This design comes from an exercise in tuning for small area, a short achievable clock period and few clock cycles on the open sky130 flow, not from production work. Function was checked by simulation only, so behaviour that the tests miss may differ from the original.

Design M2, start of the top module:
module M2 (
	input  logic        Clock_50,
	input  logic        Resetn,
	input  logic [15:0] SRAM_read_data,
	input  logic        M2_start,
	output logic        SRAM_we_n,
	output logic        M2_done,
	output logic [15:0] SRAM_write_data,
	output logic [17:0] SRAM_address
);
export LEC_CHECK = 0
export CAP_MARGIN = 20
export CORE_MARGIN = 2
export CORE_UTILIZATION = 45
export CTS_CLUSTER_DIAMETER = 70
export CTS_CLUSTER_SIZE = 30
export SLEW_MARGIN = 20
export SYNTH_MEMORY_MAX_BITS = 4096
create_clock -name core_clock -period 12.0 [get_ports {Clock_50}]
standard.sh (not shown) runs the stock make flow with config.mk's settings and CLKGATE_MAP_FILE= SYNTH_SCRIPT=/design/flow/synth_recipe.tcl, a recipe that flattens the netlist after the stock synthesis.
==> flow/flow/run.sh <==
#!/bin/bash
# The standard layout, with timing repair aiming at 8.15 ns of setup slack
# instead of 0.  The clock period and constraints are the standard flow's.
set -euo pipefail
bash standard.sh SETUP_SLACK_MARGIN=8.15 finish > standard.log 2>&1
The first run completed without violations.
Testbench counts at the start, summed over its fixed seeds: cycles 1,383,204.
==> next run, changes <==
==> flow/flow/run.sh (replaced) <==
#!/bin/bash
# The standard layout, with timing repair aiming at 8.25 ns of setup slack
# instead of 0.  The clock period and constraints are the standard flow's.
set -euo pipefail
bash standard.sh SETUP_SLACK_MARGIN=8.25 finish > standard.log 2>&1
The new run finished clean.
Design area went up by 0.34%.
Global-route usage went up by 0.43 points.
Die area is unchanged.
Clock-buffer cell count went up by 15.
Critical path depth is unchanged.
Register-to-register slack stays flat.
Maximum frequency went down by 0.39%.
Non-clock buffer count went up by 12.
==> next run, changes <==
==> flow/flow/run.sh (replaced) <==
#!/bin/bash
# The standard layout, with timing repair aiming at 8.15 ns of setup slack
# instead of 0.  The clock period and constraints are the standard flow's.
set -euo pipefail
bash standard.sh SETUP_SLACK_MARGIN=8.15 finish > standard.log 2>&1
CORE_UTILIZATION = 42   (was 45)
The changed run ran to the end with no violations.
Final area barely changes.
Setup slack loses 0.12 ns.
Register-to-register slack gains 0.02 ns.
Via count is lower slightly.
First-iteration DRC count is lower by a few percent.

Setup of the baseline:
Starting RTL as in the previous note.
==> flow/config.mk <==
export PLATFORM = sky130hd
export DESIGN_NAME = M2
export DESIGN_NICKNAME = M2
export VERILOG_FILES = /design/flow/design.v
export SDC_FILE = /design/flow/constraint.sdc
export NUM_CORES = 8
export LEC_CHECK = 0
export CAP_MARGIN = 20
export CORE_MARGIN = 2
export CORE_UTILIZATION = 50
export CTS_CLUSTER_DIAMETER = 70
export CTS_CLUSTER_SIZE = 30
export SLEW_MARGIN = 20
export SYNTH_MEMORY_MAX_BITS = 4096
==> flow/constraint.sdc <==
create_clock -name core_clock -period 12.0 [get_ports {Clock_50}]
set_input_delay 2.4000 -clock core_clock [delete_from_list [all_inputs] [get_ports {Clock_50}]]
set_output_delay 2.4000 -clock core_clock [all_outputs]
set_load 0.01 [all_outputs]
==> flow/flow/run.sh <==
#!/bin/bash
# The standard layout, with timing repair aiming at 8.2 ns of setup slack
# instead of 0.  The clock period and constraints are the standard flow's.
set -euo pipefail
bash standard.sh SETUP_SLACK_MARGIN=8.2 finish > standard.log 2>&1
The baseline: done, clean on timing, DRC and antenna
Testbench counts of the baseline, summed over its fixed seeds: cycles 1,383,204.
Inputs modified between the baseline and the candidate:
==> flow/flow/run.sh <==
#!/bin/bash
# The standard layout, with timing repair aiming at 8.15 ns of setup slack
# instead of 0.  The clock period and constraints are the standard flow's.
set -euo pipefail
bash standard.sh SETUP_SLACK_MARGIN=8.15 finish > standard.log 2>&1
--- a/flow/config.mk
+++ b/flow/config.mk
@@ -8,7 +8,7 @@
 export CAP_MARGIN = 20
 export CORE_MARGIN = 2
-export CORE_UTILIZATION = 50
-export CTS_CLUSTER_DIAMETER = 70
-export CTS_CLUSTER_SIZE = 30
+export CORE_UTILIZATION = 45
+export CTS_CLUSTER_DIAMETER = 60
+export CTS_CLUSTER_SIZE = 35
 export SLEW_MARGIN = 20
 export SYNTH_MEMORY_MAX_BITS = 4096
==> run summary <==
- Comparing the baseline and the candidate, number of global-route vias before repair is lower on the baseline.
- [the candidate vs the baseline] register-to-register slack: lower in the candidate
- In the flow results for the baseline and the candidate, the setup slack is smaller on the baseline.

M2 again, from the RTL that the note above started with.
clock: 12.0 ns
lec_check: 0
cap_margin: 20
core_margin: 2
core_utilization: 40
cts_cluster_diameter: 70
cts_cluster_size: 30
slew_margin: 20
synth_memory_max_bits: 4096
==> flow/flow/run.sh <==
#!/bin/bash
# The standard layout, with timing repair aiming at 8.2 ns of setup slack
# instead of 0.  The clock period and constraints are the standard flow's.
set -euo pipefail
bash standard.sh SETUP_SLACK_MARGIN=8.2 finish > standard.log 2>&1
The starting point went through all stages and came out clean.
Testbench counts at the start, summed over its fixed seeds: cycles 1,383,204.
Edit:
==> flow/flow/run.sh (replaced) <==
#!/bin/bash
# The standard layout, with timing repair aiming at 8.1 ns of setup slack
# instead of 0.  The clock period and constraints are the standard flow's.
set -euo pipefail
bash standard.sh SETUP_SLACK_MARGIN=8.1 finish > standard.log 2>&1
--- a/flow/config.mk
+++ b/flow/config.mk
@@ -12,0 +13 @@
+export PLACE_DENSITY_LB_ADDON = 0.2
Outcome: Core utilization barely changes; clock-buffer cell count climbs by 16; wire length grows by 3.8%; synthesized area does not change; die area does not change.

Starting RTL as in the previous note.
Settings: LEC_CHECK=0, CAP_MARGIN=20, CORE_MARGIN=2, CORE_UTILIZATION=40, CTS_CLUSTER_DIAMETER=70, CTS_CLUSTER_SIZE=30, SLEW_MARGIN=20, SYNTH_MEMORY_MAX_BITS=4096; clock period 12.0 ns.
==> flow/flow/run.sh <==
#!/bin/bash
# The standard layout, with timing repair aiming at 8.1 ns of setup slack
# instead of 0.  The clock period and constraints are the standard flow's.
set -euo pipefail
bash standard.sh SETUP_SLACK_MARGIN=8.1 finish > standard.log 2>&1
Testbench counts at the start, summed over its fixed seeds: cycles 1,383,204.
Change:
==> flow/flow/run.sh (replaced) <==
#!/bin/bash
# The standard layout, with timing repair aiming at 8.2 ns of setup slack
# instead of 0.  The clock period and constraints are the standard flow's.
set -euo pipefail
bash standard.sh SETUP_SLACK_MARGIN=8.2 finish > standard.log 2>&1
--- a/flow/config.mk
+++ b/flow/config.mk
@@ -9,6 +9,6 @@
 export CORE_MARGIN = 2
 export CORE_UTILIZATION = 40
-export CTS_CLUSTER_DIAMETER = 70
-export CTS_CLUSTER_SIZE = 30
+export CTS_CLUSTER_DIAMETER = 50
+export CTS_CLUSTER_SIZE = 20
 export SLEW_MARGIN = 20
 export SYNTH_MEMORY_MAX_BITS = 4096
The new run passed the timing, design-rule and antenna checks.
Setup slack gets worse by 0.034 ns.
Sequential share of layout area falls by 1.9 points.
Final area rises by a few percent.
Die area stays the same.
Routed wire length rises slightly.
Register-to-register slack gets better by 0.11 ns.
Non-clock buffer count rises by 2.
Clock-buffer cell count rises by 209.
Utilization rises by 1.8 points.

==> port drivers added, routing unchanged <==
How much do the figures lean on ideal ports? The routed layouts below were timed once more, with nothing changed but the port constraints. Step 1 sets driving cells, clkbuf_16 on the clock port and buf_2 on the other inputs (assumed; they add their load-dependent delay and slew). Step 2 times the ports against the registers' clock, not the clock port: input delays grow and output delays shrink by t, the midpoint of the rising clock arrivals with the driver on. a / b / c = ideal ports / drivers / drivers and shift; a / b = the first two.
run | t, ns | slack for setup (ns) | worst hold slack (ns) | clock arrival spread, ns | worst register clock-pin slew, ns
the first run of note 1 | 0.966 | 8.138 / 8.043 / 8.249 | 0.357 / 0.357 / 0.357 | 0.109 / 0.109 | 0.11 / 0.11
the second run of note 1 | 0.984 | 8.123 / 8.027 / 8.181 | 0.362 / 0.362 / 0.362 | 0.083 / 0.083 | 0.11 / 0.11
the third run of note 1 | 1.014 | 8.004 / 7.908 / 8.100 | 0.356 / 0.356 / 0.356 | 0.061 / 0.061 | 0.11 / 0.11
the baseline | 0.973 | 8.059 / 7.966 / 7.955 | 0.359 / 0.359 / 0.359 | 0.075 / 0.075 | 0.12 / 0.12
the candidate | 1.016 | 8.100 / 7.999 / 8.190 | 0.353 / 0.353 / 0.353 | 0.128 / 0.129 | 0.11 / 0.11
the first run of note 3 | 1.005 | 8.048 / 7.947 / 8.090 | 0.376 / 0.376 / 0.376 | 0.078 / 0.078 | 0.11 / 0.11
the second run of note 3 | 1.015 | 8.101 / 7.999 / 8.130 | 0.369 / 0.369 / 0.369 | 0.087 / 0.087 | 0.11 / 0.11
the first run of note 4 | 0.995 | 8.094 / 7.989 / 8.089 | 0.365 / 0.365 / 0.365 | 0.095 / 0.095 | 0.12 / 0.12
the second run of note 4 | 1.038 | 8.060 / 7.958 / 8.131 | 0.356 / 0.356 / 0.356 | 0.077 / 0.077 | 0.08 / 0.08
After both steps setup and hold are still met in every run listed. For the baseline, which loses most, drivers alone change the setup slack by -0.093 ns; drivers and shift together by -0.104 ns. Setup slack includes reset recovery checks.
